What follows belongs to an exercise in optimizing a design on an open flow for small area; a production flow would make more cautious choices. Function was checked by simulation only, so behaviour that the tests miss may differ from the original. Power and IR drop assume default switching activity.

===== flow/config.mk =====
export PLATFORM = sky130hd
export DESIGN_NAME = my_chip
export DESIGN_NICKNAME = my_chip
export VERILOG_FILES = /design/flow/design.v
export SDC_FILE = /design/flow/constraint.sdc
export NUM_CORES = 4
export LEC_CHECK = 0
export CAP_MARGIN = 20
export CORE_MARGIN = 2
export CORE_UTILIZATION = 40
export SLEW_MARGIN = 20

===== flow/constraint.sdc =====
create_clock -name core_clock -period 10.0 [get_ports {clock}]
set_input_delay 2.0000 -clock core_clock [delete_from_list [all_inputs] [get_ports {clock}]]
set_output_delay 2.0000 -clock core_clock [all_outputs]
set_load 0.01 [all_outputs]

===== flow/design.v =====
`default_nettype none
module debounce (
    input  logic clock,
    input  logic rst_pending,   
    input  logic btn,
    output logic press
);
  logic s1, s2;
  always_ff @(posedge clock) begin
    s1 <= btn;
    s2 <= s1;
  end
  localparam logic [7:0] Z = 8'hf0;
  localparam logic [7:0] C = 8'haa;
  localparam logic [7:0] SZ = 8'he0;   
  logic [7:0] y, x, xn;
  logic fresh;
  assign x = y ^ C;
  assign fresh = (x == 8'h7f);
  assign press = fresh & ~rst_pending;
  assign xn = {x[6:0], ~(x[7] ^ (x[0] & x[4])) | fresh};
  always_ff @(posedge clock) begin
    if (s2 & ~rst_pending) y <= xn ^ C;
    else if (s2) y <= SZ ^ C;
    else y <= Z ^ C;
  end
endmodule
module ChipInterface (
    input  logic clock,
    input  logic reset,
    input  logic [4:0] btn,
    output logic [5:0] led
);
  logic rst_pending;
  always_ff @(posedge clock or posedge reset) begin
    if (reset) rst_pending <= 1'b1;
    else rst_pending <= 1'b0;
  end
  logic confirm, clear, asel_p, e0, e1;
  debounce d0 (.clock(clock), .rst_pending(rst_pending), .btn(btn[0]), .press(confirm));
  debounce d1 (.clock(clock), .rst_pending(rst_pending), .btn(btn[1]), .press(clear));
  debounce d2 (.clock(clock), .rst_pending(rst_pending), .btn(btn[2]), .press(asel_p));
  debounce d3 (.clock(clock), .rst_pending(rst_pending), .btn(btn[3]), .press(e0));
  debounce d4 (.clock(clock), .rst_pending(rst_pending), .btn(btn[4]), .press(e1));
  typedef enum logic [2:0] {IDLE = 3'b000, TIMEOUT = 3'b001, INPUT = 3'b010, VERIFY = 3'b011,
                            PASS = 3'b100, FAIL = 3'b101, LOCK = 3'b110, ALGO = 3'b111} state_t;
  state_t st, st_n;
  logic [14:0] p, p_n;
  logic [5:0] s, s_n;
  logic p_end, pz, pz_n, clr;
  always_ff @(posedge clock) begin
    p <= p_n;
    s <= s_n;
    pz <= pz_n;
  end
  assign p_end = (p == 15'h77b9);
  logic chg, chg_n;
  logic [1:0] wr, wr_n;
  logic [2:0] alg, alg_n;
  logic [5:0] otp;
  logic [3:0] vi;
  logic [2:0] vj;
  assign vi = s[3:0];
  assign vj = p[14:12];
  logic v_last_bit, v_done;
  assign v_last_bit = (vi == 4'd11);
  assign v_done = v_last_bit & (vj == 3'd7);
  logic [3:0] vidx;
  assign vidx = vi - {1'b0, vj};
  logic osel;   
  always_comb begin
    case (vidx)
      4'd0: osel = otp[0];
      4'd1: osel = otp[1];
      4'd2: osel = otp[2];
      4'd3: osel = otp[3];
      4'd4: osel = otp[4];
      4'd5: osel = otp[5];
      default: osel = 1'b0;
    endcase
  end
  localparam logic [11:0] C6 = 12'h55A;
  localparam logic [11:0] X1 = 12'hA3;
  localparam logic [11:0] X5 = 12'h3C3;
  logic tb, xb;   
  always_comb begin
    tb = 1'b0;
    if (vj <= 3'd5) begin
      case (alg)
        3'd0: tb = (vj == 3'd1) & osel;
        3'd1: tb = (vj == 3'd2) & osel;
        3'd2: tb = (vj <= 3'd1) & osel;
        3'd3: tb = ((vj == 3'd0) | (vj == 3'd2)) & osel;
        3'd4: tb = otp[vj] & osel;
        3'd5: tb = (vj <= 3'd2) & osel;
        3'd6: tb = 1'b0;
        default: tb = ((vj == 3'd0) | (vj == 3'd3)) & osel;
      endcase
    end else if (vj == 3'd6) begin
      case (vi)
        4'd0: tb = (alg == 3'd2) ? otp[1] : (alg == 3'd6) & otp[3];
        4'd1: tb = (alg == 3'd2) ? otp[2] : (alg == 3'd6) & otp[4];
        4'd2: tb = (alg == 3'd2) ? otp[3] : (alg == 3'd6) & otp[5];
        4'd3: tb = (alg == 3'd2) ? otp[4] : (alg == 3'd6) & otp[0];
        4'd4: tb = (alg == 3'd2) ? otp[5] : (alg == 3'd6) & otp[1];
        4'd5: tb = (alg == 3'd6) & otp[2];
        default: tb = 1'b0;
      endcase
    end else begin
      tb = ((alg == 3'd0) & (vi == 4'd0)) | ((alg == 3'd6) & C6[vi]);
    end
    case (alg)
      3'd1: xb = (vj == 3'd0) & X1[vi];
      3'd3: xb = (vj == 3'd0);
      3'd5: xb = (vj == 3'd0) & X5[vi];
      default: xb = 1'b0;
    endcase
  end
  logic mb, vd, bo_n, mism_n;
  assign mb = p[0] ^ xb;
  assign vd = mb ^ tb ^ pz;
  assign bo_n = ~v_last_bit & ((~mb & tb) | (~mb & pz) | (tb & pz));
  assign mism_n = s[4] | ((vj == 3'd7) & vd);
  logic end6, endl, tmo, any_entry;
  assign end6 = s[2] & s[1] & pz;            
  assign tmo = ~rst_pending & s[5] & s[4] & s[3] & s[1] & s[0] & p_end;   
  always_comb begin
    case (wr)
      2'd1: endl = (s[3:0] == 4'hF) & pz;     
      2'd2: endl = (s[4:1] == 4'hF) & pz;     
      default: endl = (s[5:2] == 4'hF) & pz;  
    endcase
  end
  assign any_entry = asel_p | e0 | e1;
  always_comb begin
    st_n = st;
    chg_n = 1'b0;
    clr = 1'b0;
    wr_n = wr;
    alg_n = alg;
    case (st)
      IDLE: begin
        if (tmo) begin st_n = TIMEOUT; chg_n = 1'b1; clr = 1'b1; end
        else if (any_entry) begin st_n = INPUT; clr = 1'b1; end
      end
      TIMEOUT: st_n = IDLE;
      INPUT: begin
        clr = 1'b1;
        if (confirm) st_n = VERIFY;
      end
      VERIFY: begin
        clr = 1'b1;
        if (v_done) begin
          if (mism_n) begin st_n = FAIL; wr_n = wr + 2'd1; end
          else st_n = PASS;
        end
      end
      PASS: if (end6) begin
        clr = 1'b1;
        if (s[5]) st_n = ALGO;
        else begin st_n = IDLE; chg_n = 1'b1; end
      end
      ALGO: begin
        clr = 1'b1;
        if (confirm) begin st_n = IDLE; chg_n = 1'b1; end
        else if (clear) alg_n = 3'd0;
        else if (e0) alg_n = {alg[1:0], 1'b0};
        else if (e1) alg_n = {alg[1:0], 1'b1};
      end
      FAIL: if (end6) begin st_n = LOCK; chg_n = 1'b1; clr = 1'b1; end
      LOCK: if (endl) begin st_n = IDLE; chg_n = 1'b1; clr = 1'b1; end
    endcase
  end
  logic t_load, t_shin, t_hold, t_cnt;
  assign t_load = (st == IDLE) & ~tmo & any_entry;               
  assign t_shin = (st == INPUT) & ~confirm & ~clear & (e0 | e1);   
  assign t_hold = (st == INPUT) & (confirm | ~(clear | e0 | e1));
  assign t_cnt = ~rst_pending & ~clr & ~p_end;                    
  always_comb begin
    if (st == VERIFY & ~rst_pending) begin
      if (v_done) begin
        s_n = {s[5], 5'd0};
        p_n = 15'h799f;   
      end else begin
        s_n = {s[5], mism_n, v_last_bit ? 4'd0 : vi + 4'd1};
        p_n = {v_last_bit ? vj + 3'd1 : vj, vd, p[11:1]};
      end
      pz_n = bo_n;
    end else begin
      s_n[4:0] = (~rst_pending & ~clr) ? s[4:0] + {4'd0, p_end} : 5'd0;
      s_n[5] = (~rst_pending & ~clr) ? s[5] ^ (p_end & (&s[4:0]))
               : (t_load & asel_p) | (~rst_pending & (st == INPUT) & s[5]);
      p_n[14:12] = {3{t_cnt}} & p[13:11];
      p_n[11:1] = ({11{t_shin | t_cnt}} & p[10:0]) | ({11{t_hold}} & p[11:1]);
      p_n[0] = (t_shin & ~e0) | (t_cnt & ~(p[14] ^ p[13])) | (t_hold & p[0]) | rst_pending
               | (t_load & ~asel_p & ~e0);
      pz_n = p_end & (st != INPUT);
    end
  end
  always_ff @(posedge clock or posedge reset) begin
    if (reset) begin
      st <= IDLE;
      chg <= 1'b0;
      wr <= 2'd0;
      alg <= 3'd0;
      otp <= 6'b101101;
    end else begin
      st <= st_n;
      chg <= chg_n;
      wr <= wr_n;
      alg <= alg_n;
      if (chg) otp <= {otp[4:0], otp[5] ^ otp[3]};
    end
  end
  always_ff @(posedge clock or posedge reset) begin
    if (reset) led <= 6'b0;
    else case (st)
      PASS: led <= 6'b111111;
      ALGO: led <= {3'b0, alg};
      FAIL: led <= s[0] ? 6'b000000 : 6'b111111;
      LOCK: led <= 6'b101010;
      VERIFY: led <= (vi == 4'd0 && vj == 3'd0) ? otp : 6'b111111;
      default: led <= otp;
    endcase
  end
endmodule
`default_nettype none
module my_chip (
    input  logic [11:0] io_in,
    output logic [11:0] io_out,
    input  logic clock,
    input  logic reset
);
  logic [5:0] led;
  ChipInterface chipInterface_inst (
      .clock(clock),
      .reset(reset),
      .btn(io_in[4:0]),
      .led(led)
  );
  assign io_out = {6'b0, led};
endmodule

===== flow/flow/run.sh =====
#!/bin/bash
# Layout flow: the standard ORFS flow (standard.sh) with these changes:
#  - synthesis maps logic with an area-oriented ABC script (flow/abc.script,
#    which includes a time-limited &deepsyn) in place of ORFS's abc_speed.script;
#    everything else in ORFS's scripts is unchanged
#  - no half/full adder extraction before ABC (ADDER_MAP_FILE empty)
#  - clock tree synthesis without dummy load cells, using clkbuf_8 buffers
#  - port buffers are inserted as buf_1
#  - one tie cell drives all constant outputs (SKIP_REPAIR_TIE_FANOUT)
# Each tool's output is in standard.log and in ORFS's logs under orfs/logs.
set -euo pipefail
rm -rf scripts_mod
cp -r "$FLOW_HOME/scripts" scripts_mod
cp flow/abc.script scripts_mod/abc_speed.script
export SCRIPTS_DIR="$PWD/scripts_mod"
export ADDER_MAP_FILE=
export CTS_ARGS="-sink_clustering_enable -repair_clock_nets -dont_use_dummy_load -buf_list sky130_fd_sc_hd__clkbuf_8 -sink_clustering_size 30 -sink_clustering_max_diameter 100"
export SKIP_REPAIR_TIE_FANOUT=1
export BUFFER_PORTS_ARGS="-buffer_cell sky130_fd_sc_hd__buf_1"
bash standard.sh > standard.log 2>&1

===== flow/flow/abc.script =====
strash
dc2
balance; rewrite; refactor; balance; rewrite; rewrite -z; balance; refactor -z; rewrite -z; balance
&get -n
&deepsyn -T 200
&dch -f
&nf -R 1000 -p
&put
topo

===== flow/standard.sh =====
#!/bin/bash
# synth_recipe.tcl (not shown) runs the flow's synth.tcl, then flattens the netlist and writes it again
# the make line also repeats each setting of config.mk as NAME=value (left out here)
make -C /OpenROAD-flow-scripts/flow DESIGN_CONFIG=/design/flow/config.mk WORK_HOME=/design/flow/orfs CLKGATE_MAP_FILE= SYNTH_SCRIPT=/design/flow/synth_recipe.tcl "${@:-finish}"

==> run summary, run 1 <==
Status:
- The run finished with no timing, DRC or antenna violations.

STA:
- On the final layout, the worst hold slack is 0.333 ns.
- The shortest period the worst path allows is 3.94 ns.
- Headroom to the max-slew limit came out at 46.8%.
- Across the routed clock network, the largest skew measured is 0.0355 ns.
- The total negative slack for setup checks is 0 ns.
- Static timing analysis puts the maximum clock frequency at approximately 250 MHz.
- The number of slew-limit violations in the final report is 0.
- The number of endpoints with negative hold slack in the final report is 0.
- The slew at the pin closest to its max-slew limit is between 0.7 and 0.8 ns.
- The final worst-path cycle share is 39.4%.
- Setup repair after global routing left no endpoint under its margin.
- The setup violation total in the final timing report is 0.

Final layout:
- The layout net count is 460.
- The layout filler cell count is about 1000.
- The fraction of layout cells with a size suffix above 1 is approximately 3.4%.
- The most common cell after layout, fill and taps aside is dfxtp_1.
- The layout-stage area growth over the synthesis result is 7.54%.
- In the layout the commonest cells are 68 x dfxtp_1, 59 x nor2_1, 55 x nand2_1.
- Once layout is complete, the utilization of the core stands at a little over two fifths.
- The antenna diode count is 0.

Pwr:
- Power spread over the standard cell area amounts to 224 nW/um^2.
- After layout, the design draws a total of approximately 940 uW.
- The worst-case vdd ir drop is 0.000104 V.
- The leakage power figure is 0.00152 uW.

CTS:
- For the worst-skew pair, the clock arrives at the later sink with an insertion delay of 0.37 ns.
- The H-tree level count is 3.
- TritonCTS built the clock tree.
- The clock slew seen by the registers of the worst setup and hold paths is 0.08 ns.
- Clock tree synthesis selected as its root buffer the cell clkbuf_8.
- TritonCTS created 9 clock buffers.
- The number of sinks handled by clock tree synthesis is 94.
- The post-CTS repair timing setup buffer count is 0.
- The number of hold buffers added after CTS is 0.
- In this run the deepest clock path goes through 2 buffers.
- The number of gates resized after CTS is 0.

Die:
- Once the floorplan was initialized, standard cells occupied 40.6% of the core.
- After floorplanning, the core was divided into 36 placement rows.
- The I/O pin total is 26.
- The die covers 10600 um^2.
- Measured along the y axis, the die boundary spans 103 um.
- The total area inside the core boundary comes to 9640 um^2.
- From left edge to right edge, the die measures between 100 and 150 um.

Critical path:
- The startpoint of the lowest-slack register-to-register path is chipInterface_inst.p[12]$_DFFE_PP_.
- The data required time at the worst endpoint is 10.28 ns.
- The worst register-to-register path has a depth of 14.
- The slowest stage of the critical path belongs to the cell edfxtp_1.
- The buffering stage count on the worst path with inverters included is 0.
- The endpoint identified for the worst register-to-register timing path is chipInterface_inst.p[11]$_DFF_P_.
- The critical path goes through nand3_1 > nor2_1 > nand4_1 > nor2_1 > nand3_1 > nor2_1 > or4_1 > nor2_1 > a32oi_1 > a21oi_1 > nand2_1 > o21ai_1 > a221oi_1 > a21oi_1.
- The startpoint type of the worst setup path is a flop.
- The delay of the slowest critical-path stage is 0.63 ns.
- The worst reg-to-reg setup slack is 6.06 ns.
- The worst setup path is captured at a flop.
- The critical path in this run is classified as reg2reg.
- The highest fanout seen on the critical path is 16.
- Broken down by cell family, the worst path's largest delay share belongs to simple AND/OR/NAND/NOR gates.
- The most numerous cell on the critical path is nor2_1.
- The data arrival time of the worst path is 4.22 ns.

Routing:
- The uppermost layer routed is met4.
- The final wirelength is 8120 um.
- In this run the remaining antenna-violating nets after routing total 0.
- In the final routed layout, each cell accounts on average for ~14 um.
- The met3 layer wire length in the routed design is 250 um.
- The final route contains 3183 vias.
- The first TritonRoute pass finished after 5 iterations.
- The first routing iteration left 160 violations.
- Using the TritonRoute via totals, the vias-per-cell ratio works out to roughly 5.5.
- The routed length on met2 is 3880 um.
- The post-route met1 wirelength is 3880 um.
- For this run, design rule violations remaining after detail routing come to 0.

Placed design:
- Routability-driven placement finished with a final weighted congestion of between 0.8 and 0.9.
- The detailed placement HPWL is 5740 um.
- Port buffering added 12 buffers.

Hold path:
- The worst min-delay path category is reg2reg.
- The hold path endpoint is chipInterface_inst.d0.s2$_DFF_P_.
- Counting instances, the worst hold path has a depth of 0.
- The worst min-delay path startpoint is chipInterface_inst.d0.s1$_DFF_P_.

Synth:
- The count of state elements after synthesis is 94.
- The top flip-flop cell by instance count after synthesis is dfxtp_1.
- The number of synthesized flops with an enable pin is 4.
- Summing every instance area after synthesis gives 3920 um^2.
- The number of unique standard cell types used by synthesis is approximately 50.
- When the netlist entered floorplanning its net count stood at ~440.
- The number of instances in the synthesized netlist is between 400 and 500.
- The Yosys step of the flow raised 2 warnings.
- The sequential-to-total area share from yosys stat is 52.1%.
- For this run, asynchronously set or reset flops after synthesis account for a little under a quarter.
- After synthesis, the mean cell area works out to 9.13 um^2.

Global routing:
- The initial antenna violation count is 0.
- The first global-routing pass estimated 14200 um of wire.
- The total grt overflow is 0.
- The all-layer global routing usage is 16.9%.
- The via count of the first global-routing pass was 3075.
- Entering global routing, the biggest net connects 26 pins.

Flow run:
- The max-cap check violation count is 0.
power by group:
group | leakage [uW] | total, uW | internal, uW | switching, uW
logic | 0.000579 | 246 | 100 | 146
clock network | 0.0000647 | 190 | 80.7 | 110
registers | 0.000878 | 505 | 433 | 71.4
total | 0.00152 | 941 | 614 | 327
worst max path at each step:
stage	start	end	slack, ns	cells after the start
4_1_cts	chipInterface_inst.p[12]$_DFFE_PP_	chipInterface_inst.p[9]$_DFF_P_	6.03	14
5_1_grt	chipInterface_inst.p[12]$_DFFE_PP_	chipInterface_inst.p[5]$_DFF_P_	5.72	14
3_5_place_dp	chipInterface_inst.p[12]$_DFFE_PP_	chipInterface_inst.p[10]$_DFF_P_	6.05	14
6_report	chipInterface_inst.p[12]$_DFFE_PP_	chipInterface_inst.p[11]$_DFF_P_	6.06	14
2_1_floorplan	chipInterface_inst.p[12]$_DFFE_PP_	chipInterface_inst.p[10]$_DFF_P_	6.96	14
3_3_place_gp	chipInterface_inst.p[12]$_DFFE_PP_	chipInterface_inst.p[5]$_DFF_P_	6.09	14
registers in the layout, summed over array words and instances (netlist names), 2 cells and up:
signal,flops
chipInterface_inst.d3.y,8
chipInterface_inst.otp,6
chipInterface_inst.s,6
chipInterface_inst.wr,2
chipInterface_inst.d1.y,8
chipInterface_inst.d2.y,8
chipInterface_inst.d0.y,8
chipInterface_inst.d4.y,8
chipInterface_inst.p,15
chipInterface_inst.st,3
chipInterface_inst.alg,3
chipInterface_inst.led,6
synth_stat cells (6+ instances only):
master	number	area, um^2
clkinv_1	13	48.8
dfxtp_1	68	1360
nand3_1	12	60.1
nand2b_1	17	106
o21ai_0	25	125
buf_4	6	45.0
xor2_1	6	52.6
nand4_1	6	37.5
a31oi_1	6	37.5
nand2_1	55	206
dfrtp_1	17	425
o21a_1	6	45.0
nor3_1	10	50.1
a221oi_1	7	61.3
nor2_1	59	221
a21oi_1	27	135
nor2b_1	15	93.8
cell type report:
class                      instances  area (um^2)  area share (%)
timing repair buffer              12         45.0            1.07
clock buffer                       9          124            2.94
sequential                        94         2040            48.4
tap                              133          166            3.95
inverter                          13         48.8            1.16
multi-input combinational        316         1790            42.5
layer usage:
| metal | track usage (%) | vias up |
|---|---|---|
| met1 | 22.0 | 1555 |
| met5 | 0 | - |
| met4 | 5.87 | 0 |
| met2 | 28.0 | 51 |
| met3 | 3.32 | 9 |
| li1 | - | 1568 |
kinds of logic (layout without fill, tap and decap cells):
| logic type | Yosys count | count (layout) | synth area share, % |
|---|---|---|---|
| other | 1 | 1 | 0.0958 |
| buffers and inverters | 19 | 34 | 2.40 |
| AO/OA/AOI/OAI | 103 | 103 | 17.3 |
| flip-flops | 94 | 94 | 52.1 |
| AND/OR/NAND/NOR | 194 | 194 | 23.7 |
| multiplexers | 7 | 7 | 1.95 |
| XOR/XNOR | 11 | 11 | 2.46 |
stage by stage:
stage / cell area, um^2 / cells / worst slack [ns]
final: 4210 / 577 / 6.06
after global routing: 4210 / 577 / 5.72
after CTS: 4210 / 577 / 6.03
after detailed placement: 4080 / 568 / 6.05
after global placement: 4080 / 568 / 6.09
after floorplan: 3920 / 429 / 6.96
worst reg2reg max path, cell delays in order (launching register included):
cell and delay [ns]:
edfxtp_1 0.63, nand3_1 0.25, nor2_1 0.07, nand4_1 0.18
nor2_1 0.11, nand3_1 0.12, nor2_1 0.08, or4_1 0.48
nor2_1 0.20, a32oi_1 0.11, a21oi_1 0.52, nand2_1 0.28
o21ai_1 0.49, a221oi_1 0.21, a21oi_1 0.15
==> run 2: changes to the inputs <==
--- a/flow/design.v
+++ b/flow/design.v
@@ -65,8 +65,9 @@
   logic v_last_bit, v_done;
   assign v_last_bit = (vi == 4'd11);
   assign v_done = v_last_bit & (vj == 3'd7);
-  logic [3:0] vidx;
-  assign vidx = vi - {1'b0, vj};
+  logic [3:0] vsh, vidx;
+  assign vsh = (vj <= 3'd5) ? {1'b0, vj} : (alg == 3'd2) ? 4'hF : 4'hD;   
+  assign vidx = vi - vsh;
   logic osel;   
   always_comb begin
     case (vidx)
@@ -93,19 +94,11 @@
         3'd3: tb = ((vj == 3'd0) | (vj == 3'd2)) & osel;
         3'd4: tb = otp[vj] & osel;
         3'd5: tb = (vj <= 3'd2) & osel;
-        3'd6: tb = 1'b0;
+        3'd6: tb = (vj == 3'd3) & (vidx <= 4'd2) & osel;   
         default: tb = ((vj == 3'd0) | (vj == 3'd3)) & osel;
       endcase
     end else if (vj == 3'd6) begin
-      case (vi)
-        4'd0: tb = (alg == 3'd2) ? otp[1] : (alg == 3'd6) & otp[3];
-        4'd1: tb = (alg == 3'd2) ? otp[2] : (alg == 3'd6) & otp[4];
-        4'd2: tb = (alg == 3'd2) ? otp[3] : (alg == 3'd6) & otp[5];
-        4'd3: tb = (alg == 3'd2) ? otp[4] : (alg == 3'd6) & otp[0];
-        4'd4: tb = (alg == 3'd2) ? otp[5] : (alg == 3'd6) & otp[1];
-        4'd5: tb = (alg == 3'd6) & otp[2];
-        default: tb = 1'b0;
-      endcase
+      tb = ((alg == 3'd2) | (alg == 3'd6)) & osel;
     end else begin
       tb = ((alg == 3'd0) & (vi == 4'd0)) | ((alg == 3'd6) & C6[vi]);
     end
==> run summary, run 2 <==
CTS:
- The clock slew seen by the registers of the worst setup and hold paths is 0.08 ns (about the same).
- The number of hold buffers added after CTS came to 0 (unchanged).
- The clock latency on the worst-skew pair is 0.36 ns (about the same).
- TritonCTS built the clock tree.
- The TritonCTS buffer count is 9 (unchanged).
- The post-CTS repair timing setup buffer count was 0 (unchanged).
- The number of sinks handled by clock tree synthesis is 94 (unchanged).
- The number of gates resized after CTS is 0 (unchanged).
- The library cell used as clock root buffer is clkbuf_8.
- The number of buffers on the longest clock path is 2 (unchanged).
- The H-tree level count is 3 (unchanged).

Hold path:
- The depth of the worst hold-timing path is 0 (unchanged).
- The min-delay analysis places its worst path in the category reg2reg.
- The hold path endpoint is chipInterface_inst.d0.s2$_DFF_P_.
- In this run the most critical hold path is launched from chipInterface_inst.d0.s1$_DFF_P_.

Global routing:
- The initial antenna violation count came to 0 (unchanged).
- The via count of the first global-routing pass is 3028 (-1.5%).
- The pin count of the biggest net entering global routing is 23 (-12%).
- The total grt overflow is 0 (unchanged).
- The global-route wire length before repair came to 14000 um (-1.4%).
- The all-layer global routing usage was 16.8% (-0.098 points).

Final layout:
- The layout-stage area growth over the synthesis result is 7.63% (about the same).
- The non-filler instance count after layout came to 567 (-1.7%).
- The number of flip-flops in the largest register is 15 (unchanged).
- The layout filler cell count came to 917 (-8.8%).
- The layout net count is 454 (-1.3%).
- The register bank with the most flops is chipInterface_inst.p.
- The library cells used most frequently in the layout, excluding fill and tap cells, are 68 x dfxtp_1, 60 x nor2_1, 57 x nand2_1.
- The antenna diode count is 0 (unchanged).
- The share of the core filled with cells in the final layout came to 44.5% (+0.80 points).
- The fraction of layout cells with a size suffix above 1 is 3.42% (+0.046 points).
- The library cell used most frequently in the layout, excluding fill and tap cells, is dfxtp_1.

Pwr:
- The portion of total power attributed to sequential cells is 65.6% (+12 points).
- The leakage power figure is 0.00157 uW (+2.9%).
- The switching fraction of total power came to 21.0% (-14 points).
- The combinational share of power is 2.0% (-24 points).
- The total power divided by cell area came to 144 nW/um^2 (-36%).
- The cell internal power dissipation is 469 uW (-24%).
- The part of the total power dissipated in the clock network came to 32.4% (+12 points).
- The worst-case vdd ir drop was 0.0000645 V (-38%).
- The switching power of the nets is 124 uW (-62%).

STA:
- The setup violation total in the final timing report came to 0 (unchanged).
- The clock tree skew after final layout is 0.0341 ns (-0.00133 ns).
- The total negative slack for setup checks was 0 ns (unchanged).
- The final worst-path cycle share is 34.7% (-4.6 points).
- The number of endpoints with negative hold slack in the final report is 0 (unchanged).
- The shortest period the worst path allows is 3.47 ns (-0.464 ns).
- The number of slew-limit violations in the final report was 0 (unchanged).
- Setup repair after global routing left no endpoint under its margin.
- The timing-limited maximum frequency is 288 MHz (+13%).
- The relative slew slack is 44.4% (-2.4 points).
- The slew at the pin closest to its max-slew limit was 0.828 ns (+0.0337 ns).

Die:
- The area of the die is 10400 um^2 (-1.9%).
- The height of the chip is 102 um (-0.97%).
- The I/O pin total is 26 (unchanged).
- The x dimension of the die is 102 um (-0.97%).
- The area inside the core boundary is 9280 um^2 (-3.7%).
- The effective utilization at floorplan is 41.3% (+0.71 points).
- The standard-cell row count is 35 (-2.8%).

Critical path:
- The kind of end point of the critical path is a flop.
- The highest fanout seen on the critical path is 14 (-2).
- The startpoint of the lowest-slack register-to-register path is chipInterface_inst.st[1]$_DFFE_PP0P_.
- The depth of the worst register-to-register path is 11 (-3).
- The endpoint identified for the worst register-to-register timing path is chipInterface_inst.p[11]$_DFF_P_.
- The worst setup path is launched from a flop.
- The data arrival time of the worst path is 3.75 ns (-0.47 ns).
- The data required time at the worst endpoint was 10.28 ns (about the same).
- The worst reg-to-reg setup slack is 6.53 ns (+0.46 ns).
- The critical path is of the reg2reg type.

Placed design:
- The placed instance count was 558 (-1.8%).
- The placer congestion estimate is 0.849 (about the same).
- The detailed placement HPWL is 5540 um (-3.5%).
- The number of I/O port buffers is 12 (unchanged).

Status:
- The run finished with no timing, DRC or antenna violations.

Synth:
- By instance count, the leading cell after synthesis is dfxtp_1.
- The netlist area before placement came to 3840 um^2 (-2.0%).
- The warning count from the yosys run is 2 (unchanged).
- The async set-or-reset flop fraction in the synthesized netlist is 23.4% (unchanged).
- The number of instances in the synthesized netlist is 422 (-1.6%).
- By count the netlist is led by 68 x dfxtp_1, 60 x nor2_1, 57 x nand2_1, 31 x a21oi_1, 23 x o21ai_0.
- In the synthesized netlist the dominant register cell turns out to be dfxtp_1.
- In the post-synthesis netlist, the biggest area contributors are dfxtp_1 35%, dfrtp_1 11%, nor2_1 5.9%.
- The number of synthesized flops with an enable pin is 4 (unchanged).
- The count of state elements after synthesis is 94 (unchanged).
- The dominant cell type by area after synthesis is dfxtp_1.
- The synthesized area per cell came to 9.09 um^2 (-0.39%).
- The sequential-to-total area share from yosys stat is 53.1% (+1.1 points).
- The net count of the mapped netlist is 436 (-1.6%).
- The share of the synthesized area in the top cell type is 35.5% (+0.71 points).
- The number of unique standard cell types used by synthesis is 49 (-3.9%).

Flow run:
- The max-cap check violation count came to 0 (unchanged).

Routing:
- The vias after detailed routing is 3057 (-4.0%).
- The detailed-route vias per instance is 5.39 (-2.3%).
- The remaining design rule violation count is 0 (unchanged).
- The number of iterations in the first detailed-routing pass is 5 (unchanged).
- The wire length per cell is 13.9 um (-0.98%).
- The final antenna-violating net count came to 0 (unchanged).
- The count of routing violations after the opening detailed-route iteration is 143 (-11%).
- The final wirelength came to 7900 um (-2.7%).
[run 2: cell count changes after synthesis, sizes merged, moves of 4 or more]
| cell | before | now |
|---|---|---|
| o21a | 6 | 2 |
| nand3 | 12 | 18 |
| a31oi | 6 | 2 |
| a21oi | 27 | 31 |
| nand2b | 17 | 8 |
[run 2: layout make-up]
| type | instances | area (um^2) | share of cell area [%] |
|---|---|---|---|
| repair buffers | 13 | 52.6 | 1.27 |
| multi-input cells | 307 | 1700 | 41.1 |
| well taps | 129 | 161 | 3.91 |
| inverters | 15 | 56.3 | 1.36 |
| flip-flops and latches | 94 | 2040 | 49.4 |
| clock buffers | 9 | 124 | 3.00 |
[run 2: power groups by stage]
stage	logic [uW]	registers, uW	clock network (uW)
2_1_floorplan	11.0	396	0
3_3_place_gp	12.0	397	0
3_5_place_dp	12.3	397	0
4_1_cts	12.3	389	201
5_1_grt	14.0	390	215
6_report	12.0	389	192
[run 2: worst max path at each step]
stage                                                    start                                to  cells past startpoint
after floorplan             chipInterface_inst.p[12]$_DFFE_PP_  chipInterface_inst.p[10]$_DFF_P_                     11
after global placement    chipInterface_inst.st[1]$_DFFE_PP0P_  chipInterface_inst.p[11]$_DFF_P_                     11
after detailed placement  chipInterface_inst.st[1]$_DFFE_PP0P_  chipInterface_inst.p[11]$_DFF_P_                     11
after CTS                 chipInterface_inst.st[1]$_DFFE_PP0P_  chipInterface_inst.p[11]$_DFF_P_                     11
after global routing      chipInterface_inst.st[1]$_DFFE_PP0P_  chipInterface_inst.p[11]$_DFF_P_                     11
final                     chipInterface_inst.st[1]$_DFFE_PP0P_  chipInterface_inst.p[11]$_DFF_P_                     11
[run 2: critical path: stages (launching register included)]
cell      delay, ns
dfrtp_1        0.62
clkinv_1       0.23
nor2_1         0.18
a22o_1         0.14
o21ai_0        0.07
nor3b_1        0.16
o32ai_1        0.38
nor2b_1        0.48
and2_0         0.30
or2_0          0.51
a221oi_1       0.19
a21oi_1        0.15
[run 2: stage by stage]
step	power [uW]	setup slack [ns]	area [um^2]	hold WS (ns)
3_3_place_gp	409	6.60	4010	0.310
3_5_place_dp	409	6.56	4010	0.313
2_1_floorplan	407	7.27	3840	0.310
5_1_grt	619	6.22	4130	0.331
6_report	593	6.53	4130	0.326
4_1_cts	602	6.58	4130	0.330
[run 2: kinds of logic after synthesis]
kind of cell | synth area share, %
mux | 1.70
compound gates | 16.7
flops | 53.1
buf+inv | 2.64
simple gates | 22.7
other cells | 0.0978
xor+xnor | 2.97
[run 2: per-layer routing]
layer / vias up / GRT usage (%) / wire length [um]
met4: 0 / 7.08 / 59
met2: 57 / 26.5 / 3640
met1: 1463 / 22.9 / 3940
met3: 4 / 2.74 / 259
met5: - / 0 / 0
li1: 1533 / - / -

-- afterwards: timing with drivers on the ports --
The flow's constraints put no driver on any port. The routed layouts listed below were extracted and timed again, unchanged, in two steps. Step 1, drivers: a clkbuf_16 drives clock and a buf_2 each remaining input, both assumed. Step 2, shift: input delay + t, output delay - t, t = (earliest + latest rising clock arrival at the registers) / 2. This alone moves slack from input paths to output paths. Slacks: ideal / step 1 / step 2; pairs: ideal / step 1.
| run | shift t [ns] | slack for setup (ns) | slew at the worst register clock pin (ns) |
|---|---|---|---|
| run 1 | 0.380 | 6.061 / 6.061 / 6.061 | 0.10 / 0.10 |
| run 2 | 0.369 | 6.526 / 6.526 / 6.526 | 0.10 / 0.10 |
After both steps every run listed still meets setup and hold.
